Source: an optimization exercise on an open RTL-to-GDS flow (aim: small area, a short achievable clock period and few clock cycles per item). Production flows keep margins and buffers that such runs may drop. RTL that was checked went through simulation tests only; none was proved equivalent to the original.

## main
==> flow/design.v (excerpt) <==
module fpmultiplier (output logic [31:0] product, output logic ready,
		input logic [31:0] a, input logic clock, nreset);
==> flow/config.mk <==
export PLATFORM = sky130hd
export DESIGN_NAME = fpmultiplier
export DESIGN_NICKNAME = fpmultiplier
export VERILOG_FILES = /design/flow/design.v
export SDC_FILE = /design/flow/constraint.sdc
export NUM_CORES = 4
export LEC_CHECK = 0
export ABC_CLOCK_PERIOD_IN_PS = 3500
export CAP_MARGIN = 20
export CORE_MARGIN = 2
export CORE_UTILIZATION = 40
export CTS_BUF_LIST = sky130_fd_sc_hd__clkbuf_4 sky130_fd_sc_hd__clkbuf_8
export PLACE_DENSITY = 0.6
export SETUP_SLACK_MARGIN = 5
export SLEW_MARGIN = 20
export SYNTH_HIERARCHICAL = 1
==> flow/constraint.sdc <==
create_clock -name core_clock -period 9.0 [get_ports {clock}]
set_input_delay 1.8000 -clock core_clock [delete_from_list [all_inputs] [get_ports {clock}]]
set_output_delay 1.8000 -clock core_clock [all_outputs]
set_load 0.01 [all_outputs]
standard.sh (not shown) runs the stock make flow with config.mk's settings and CLKGATE_MAP_FILE= SYNTH_SCRIPT=/design/flow/synth_recipe.tcl, a recipe that flattens the netlist after the stock synthesis.
==> flow/flow/run.sh <==
#!/bin/bash
# The standard layout flow (standard.sh), run with a larger setup margin
# for the resizer's timing repair and a smaller cell for the port buffers
# (every port is still buffered). Clock, constraints and every step are
# otherwise unchanged.
set -euo pipefail
MARGIN=${MARGIN:-5.8}
sed -E "s/SETUP_SLACK_MARGIN=[-0-9.]+/SETUP_SLACK_MARGIN=$MARGIN/" standard.sh > standard_margin.sh
grep -q "SETUP_SLACK_MARGIN=$MARGIN" standard_margin.sh
bash standard_margin.sh "BUFFER_PORTS_ARGS=-buffer_cell sky130_fd_sc_hd__buf_2" finish > standard.log 2>&1
main went all the way through the flow, and no timing, DRC or antenna check failed.
### main -> the feature branch
--- a/flow/design.v
+++ b/flow/design.v
@@ -160,22 +160,17 @@
 assign pp3 = (({25{bone[3]}} & ma) | ({25{btwo[3]}} & ma2)) ^ {25{bneg[3]}};
 logic [32:0] acc_s, acc_c;
 logic [24:0] as_in, ac_in;
 logic [8:0] low;
 assign low = {1'b0, acc_s[7:0]} + {1'b0, acc_c[7:0]};
 logic cl_in;
-logic g_first, g_last;
-always_ff @(posedge clock) begin
-  g_first <= s_b;
-  g_last <= s_x2;
-end
-assign cl_in = ~g_first & low[8];
-assign as_in = g_first ? 25'd0 : acc_s[32:8];
-assign ac_in = g_first ? 25'd0 : acc_c[32:8];
+assign cl_in = ~s_x1 & low[8];
+assign as_in = s_x1 ? 25'd0 : acc_s[32:8];
+assign ac_in = s_x1 ? 25'd0 : acc_c[32:8];
 logic [23:0] ma_last;
-assign ma_last = g_last ? {1'b1, ra_f} : 24'd0;
+assign ma_last = s_x3 ? {1'b1, ra_f} : 24'd0;
 logic ts1, tc1, ts2, tc2, ts3, tc3, ts4, tc4, ts5, tc5, ts6, tc6, ts7, tc7, ts8, tc8, ts9, tc9, ts10, tc10, ts11, tc11, ts12, tc12, ts13, tc13, ts14, tc14, ts15, tc15, ts16, tc16, ts17, tc17, ts18, tc18, ts19, tc19, ts20, tc20, ts21, tc21, ts22, tc22, ts23, tc23, ts24, tc24, ts25, tc25, ts26, tc26, ts27, tc27, ts28, tc28, ts29, tc29, ts30, tc30, ts31, tc31, ts32, tc32, ts33, tc33, ts34, tc34, ts35, tc35, ts36, tc36, ts37, tc37, ts38, tc38, ts39, tc39, ts40, tc40, ts41, tc41, ts42, tc42, ts43, tc43, ts44, tc44, ts45, tc45, ts46, tc46, ts47, tc47, ts48, tc48, ts49, tc49, ts50, tc50, ts51, tc51, ts52, tc52, ts53, tc53, ts54, tc54, ts55, tc55, ts56, tc56, ts57, tc57, ts58, tc58, ts59, tc59, ts60, tc60, ts61, tc61, ts62, tc62, ts63, tc63, ts64, tc64, ts65, tc65, ts66, tc66, ts67, tc67, ts68, tc68, ts69, tc69, ts70, tc70, ts71, tc71, ts72, tc72, ts73, tc73, ts74, tc74, ts75, tc75, ts76, tc76, ts77, tc77, ts78, tc78, ts79, tc79, ts80, tc80, ts81, tc81, ts82, tc82, ts83, tc83, ts84, tc84, ts85, tc85, ts86, tc86, ts87, tc87, ts88, tc88, ts89, tc89, ts90, tc90, ts91, tc91, ts92, tc92, ts93, tc93, ts94, tc94, ts95, tc95, ts96, tc96, ts97, tc97, ts98, tc98, ts99, tc99, ts100, tc100, ts101, tc101, ts102, tc102, ts103, tc103, ts104, tc104, ts105, tc105, ts106, tc106, ts107, tc107, ts108, tc108, ts109, tc109, ts110, tc110, ts111, tc111, ts112, tc112, ts113, tc113, ts114, tc114, ts115, tc115, ts116, tc116, ts117, tc117, ts118, tc118, ts119, tc119, ts120, tc120, ts121, tc121, ts122, tc122, ts123, tc123, ts124, tc124, ts125, tc125, ts126, tc126, ts127, tc127, ts128, tc128, ts129, tc129, ts130, tc130, ts131, tc131, ts132, tc132, ts133, tc133, ts134, tc134;
 fpmul_ha u_ts1 (.a(as_in[6]), .b(ac_in[6]), .s(ts1), .co(tc1));
 fpmul_fa u_ts2 (.a(as_in[7]), .b(ac_in[7]), .c(ma_last[0]), .s(ts2), .co(tc2));
 fpmul_fa u_ts3 (.a(as_in[8]), .b(ac_in[8]), .c(ma_last[1]), .s(ts3), .co(tc3));
 fpmul_fa u_ts4 (.a(as_in[9]), .b(ac_in[9]), .c(ma_last[2]), .s(ts4), .co(tc4));
 fpmul_fa u_ts5 (.a(as_in[10]), .b(ac_in[10]), .c(ma_last[3]), .s(ts5), .co(tc5));
Results
For the hold slack, the feature branch came in 0.0057 ns higher than main did.
Looking at main and the feature branch, the highest clock rate is a wash.
Compared with main, the feature branch shows a lower maximum fanout along the worst path.
Summary of the feature branch over main: area of all placed cells without fillers dropped about 2.3%; depth of the worst hold-timing path barely changed; global-route usage over all layers climbed 1.2 points.
Testbench counts of the feature branch, summed over its fixed seeds: cycles 28,000, items 4,000.
The RTL of main was laid out without a check of its function.

## lane 1
fpmultiplier, a different RTL version from the one above (not shown whole).
Size: roughly 1100 cells after synthesis, roughly 160 flip-flops, ~67 I/O pins, about 12000 um2 of cells after synthesis.
==> flow/design.v (excerpt) <==
module fpmultiplier (output logic [31:0] product, output logic ready,
		input logic [31:0] a, input logic clock, nreset);
logic s_a, s_b, s_x1, s_x2, s_x3, s_f;
always_ff @(posedge clock, negedge nreset)
  if (~nreset) begin
    s_a <= 1'b0; s_b <= 1'b0; s_x1 <= 1'b0; s_x2 <= 1'b0; s_x3 <= 1'b0; s_f <= 1'b0;
    ready <= 1'b0;
  end else begin
    s_a <= ~(s_a | s_b | s_x1 | s_x2 | s_x3 | s_f);
    s_b <= s_a;
    s_x1 <= s_b;
    s_x2 <= s_x1;
    s_x3 <= s_x2;
    s_f <= s_x3;
    ready <= s_f;
  end
logic [8:0] rse1, rse2;
logic [22:0] ra_f;
always_ff @(posedge clock) begin
  rse1 <= a[31:23];
  rse2 <= rse1;
  if (s_a) ra_f <= a[22:0];
end
logic [35:0] enc;
logic [34:0] dg;
logic [23:0] fb_ext;
assign fb_ext = {a[22:0], 1'b0};
assign enc[0] = fb_ext[1] ^ fb_ext[0];
assign enc[1] = (fb_ext[2] & ~fb_ext[1] & ~fb_ext[0]) | (~fb_ext[2] & fb_ext[1] & fb_ext[0]);
assign enc[2] = fb_ext[2];
assign enc[3] = fb_ext[3] ^ fb_ext[2];
  ...
Settings: LEC_CHECK=0, ABC_CLOCK_PERIOD_IN_PS=3500, CAP_MARGIN=20, CORE_MARGIN=2, CORE_UTILIZATION=40, CTS_BUF_LIST=sky130_fd_sc_hd__clkbuf_4 sky130_fd_sc_hd__clkbuf_8, PLACE_DENSITY=0.6, SETUP_SLACK_MARGIN=5, SLEW_MARGIN=20, SYNTH_HIERARCHICAL=1; clock period 9.0 ns.
==> flow/flow/run.sh <==
#!/bin/bash
# The standard layout flow (standard.sh), run with a larger setup margin
# for the resizer's timing repair and a smaller cell for the port buffers
# (every port is still buffered). Clock, constraints and every step are
# otherwise unchanged.
set -euo pipefail
MARGIN=${MARGIN:-6.0}
sed -E "s/SETUP_SLACK_MARGIN=[-0-9.]+/SETUP_SLACK_MARGIN=$MARGIN/" standard.sh > standard_margin.sh
grep -q "SETUP_SLACK_MARGIN=$MARGIN" standard_margin.sh
bash standard_margin.sh "BUFFER_PORTS_ARGS=-buffer_cell sky130_fd_sc_hd__buf_2" finish > standard.log 2>&1
Testbench counts of lane 1, summed over its fixed seeds: cycles 28,000, items 4,000.
[inputs] lane 2 vs lane 1
--- a/flow/design.v
+++ b/flow/design.v
@@ -7,25 +7,24 @@
     ready <= 1'b0;
   end else begin
     s_a <= ~(s_a | s_b | s_x1 | s_x2 | s_x3 | s_f);
     s_b <= s_a;
     s_x1 <= s_b;
     s_x2 <= s_x1;
     s_x3 <= s_x2;
     s_f <= s_x3;
     ready <= s_f;
   end
-logic [8:0] rse1, rse2;
+logic [8:0] ra_se;
 logic [22:0] ra_f;
 always_ff @(posedge clock) begin
-  rse1 <= a[31:23];
-  rse2 <= rse1;
+  ra_se <= a[31:23];
   if (s_a) ra_f <= a[22:0];
 end
 logic [35:0] enc;
 logic [34:0] dg;
 logic [23:0] fb_ext;
 assign fb_ext = {a[22:0], 1'b0};
 assign enc[0] = fb_ext[1] ^ fb_ext[0];
 assign enc[1] = (fb_ext[2] & ~fb_ext[1] & ~fb_ext[0]) | (~fb_ext[2] & fb_ext[1] & fb_ext[0]);
 assign enc[2] = fb_ext[2];
 assign enc[3] = fb_ext[3] ^ fb_ext[2];
@@ -92,48 +91,47 @@
   dg[26] <= s_f ? pf[14] : enc[26];
   dg[27] <= s_f ? pf[15] : enc[27];
   dg[28] <= s_f ? pf[16] : enc[28];
   dg[29] <= s_f ? pf[17] : enc[29];
   dg[30] <= s_f ? pf[18] : enc[30];
   dg[31] <= s_f ? pf[19] : enc[31];
   dg[32] <= s_f ? pf[20] : enc[32];
   dg[33] <= s_f ? pf[21] : enc[33];
   dg[34] <= s_f ? pf[22] : enc[34];
 end
-logic bnz;
-assign bnz = |(dg & 35'o33333333333);
 logic [7:0] ea, eb;
-logic za, zb, fa, fb, nana, nanb, infa, infb;
-assign ea = rse2[7:0];
-assign eb = rse1[7:0];
+logic za, zb, fa, fb, nana, nanb, infa, infb, fbnz;
+assign ea = ra_se[7:0];
+assign eb = a[30:23];
+assign fbnz = (a[22:0] != 23'd0);
 assign za = (ea == 8'd0);
 assign zb = (eb == 8'd0);
 assign fa = (ea == 8'hff);
 assign fb = (eb == 8'hff);
 assign nana = fa & (ra_f != 23'd0);
-assign nanb = fb & bnz;
+assign nanb = fb & fbnz;
 assign infa = fa & (ra_f == 23'd0);
-assign infb = fb & ~bnz;
+assign infb = fb & ~fbnz;
 logic sp_nan, sp_inf, sp_zero, special;
 assign sp_nan = nana | nanb | ((infa | infb) & (za | zb));
 assign sp_inf = (infa | infb) & ~sp_nan;
 assign sp_zero = (za | zb) & ~fa & ~fb;
 assign special = fa | fb | za | zb;
 logic [8:0] esum;
 assign esum = {1'b0, ea} + {1'b0, eb};
 logic [7:0] r_e, pe;
 logic r_sign, r_nan, r_i0, r_i1, r_z0, r_z1;
 always_ff @(posedge clock)
-  if (s_x1 | s_f) r_e <= s_f ? pe : esum[7:0] + 8'd129;
+  if (s_b | s_f) r_e <= s_f ? pe : esum[7:0] + 8'd129;
 always_ff @(posedge clock)
-  if (s_x1) begin
-    r_sign <= rse2[8] ^ rse1[8];
+  if (s_b) begin
+    r_sign <= ra_se[8] ^ a[31];
     r_nan <= sp_nan;
     r_i0 <= sp_nan | sp_inf | (~special & (esum >= 9'd382));
     r_i1 <= sp_nan | sp_inf | (~special & (esum >= 9'd381));
     r_z0 <= sp_zero | (~special & (esum <= 9'd127));
     r_z1 <= sp_zero | (~special & (esum <= 9'd126));
   end
 logic [24:0] ma, ma2;
 assign ma = {2'b01, ra_f};
 assign ma2 = {1'b1, ra_f, 1'b0};
 logic [3:0] bone, btwo, bneg, nneg;
### Flow results
- Of lane 2 and lane 1, it is lane 2 that has the lower mean instance size in the synthesized netlist.
- Register-to-register setup slack: lane 2 vs lane 1 — no meaningful difference
- The clock latency on the worst-skew pair on lane 2 is in line with that on lane 1.
- Compared with lane 1, storage element area in lane 2 decreased by a few percent.
- Summary: hold slack, lane 2 better than lane 1
- Going from lane 1 to lane 2, final cell count grew by a few percent.
- Clock-pin slew on the worst setup and hold paths: lane 2 < lane 1
- Per the comparison of lane 2 with lane 1, sequential share of layout area -3.6 points, final setup skew ~0 delta, count of flip-flops and latches -5.6%.
- Lane 2 ended up with sky130_fd_sc_hd__fa_2 as its library cell contributing the largest single delay on the critical path; lane 1 ended up with sky130_fd_sc_hd__fa_1.
- Re total of clock buffers placed in the layout: lane 2 is 1 up on lane 1.
For lane 2, only the layout was checked, not whether the RTL still works.

[re-timing with driven ports]
How much do the figures lean on ideal ports? The routed layouts below were timed once more, with nothing changed but the port constraints.
Step 1 assumes that a clkbuf_16 drives the clock port and a buf_2 every other input.
Step 2 moves the port delays by t, midway between the first and last clock arrival at a register: inputs arrive t later, outputs are due t later. That takes back most of the time a late clock gives input paths.
a / b / c = ideal ports / drivers / drivers and shift; a / b = the first two.
run	t (ns)	setup WS [ns]	worst setup path after step 2	worst register clock-pin slew, ns	worst data-port slew with drivers (ns)
main	0.497	5.864 / 5.823 / 5.886	register to register	0.12 / 0.12	0.06
the feature branch	0.516	5.855 / 5.809 / 5.920	register to register	0.12 / 0.12	0.04
lane 1	0.508	5.991 / 5.991 / 5.991	register to register	0.11 / 0.11	0.03
lane 2	0.514	5.524 / 5.523 / 5.009	input to register	0.10 / 0.10	0.07
After both steps setup and hold are still met in every run listed. The setup slack of lane 2, which loses most, moves by -0.001 ns with the drivers and by -0.515 ns with both steps.
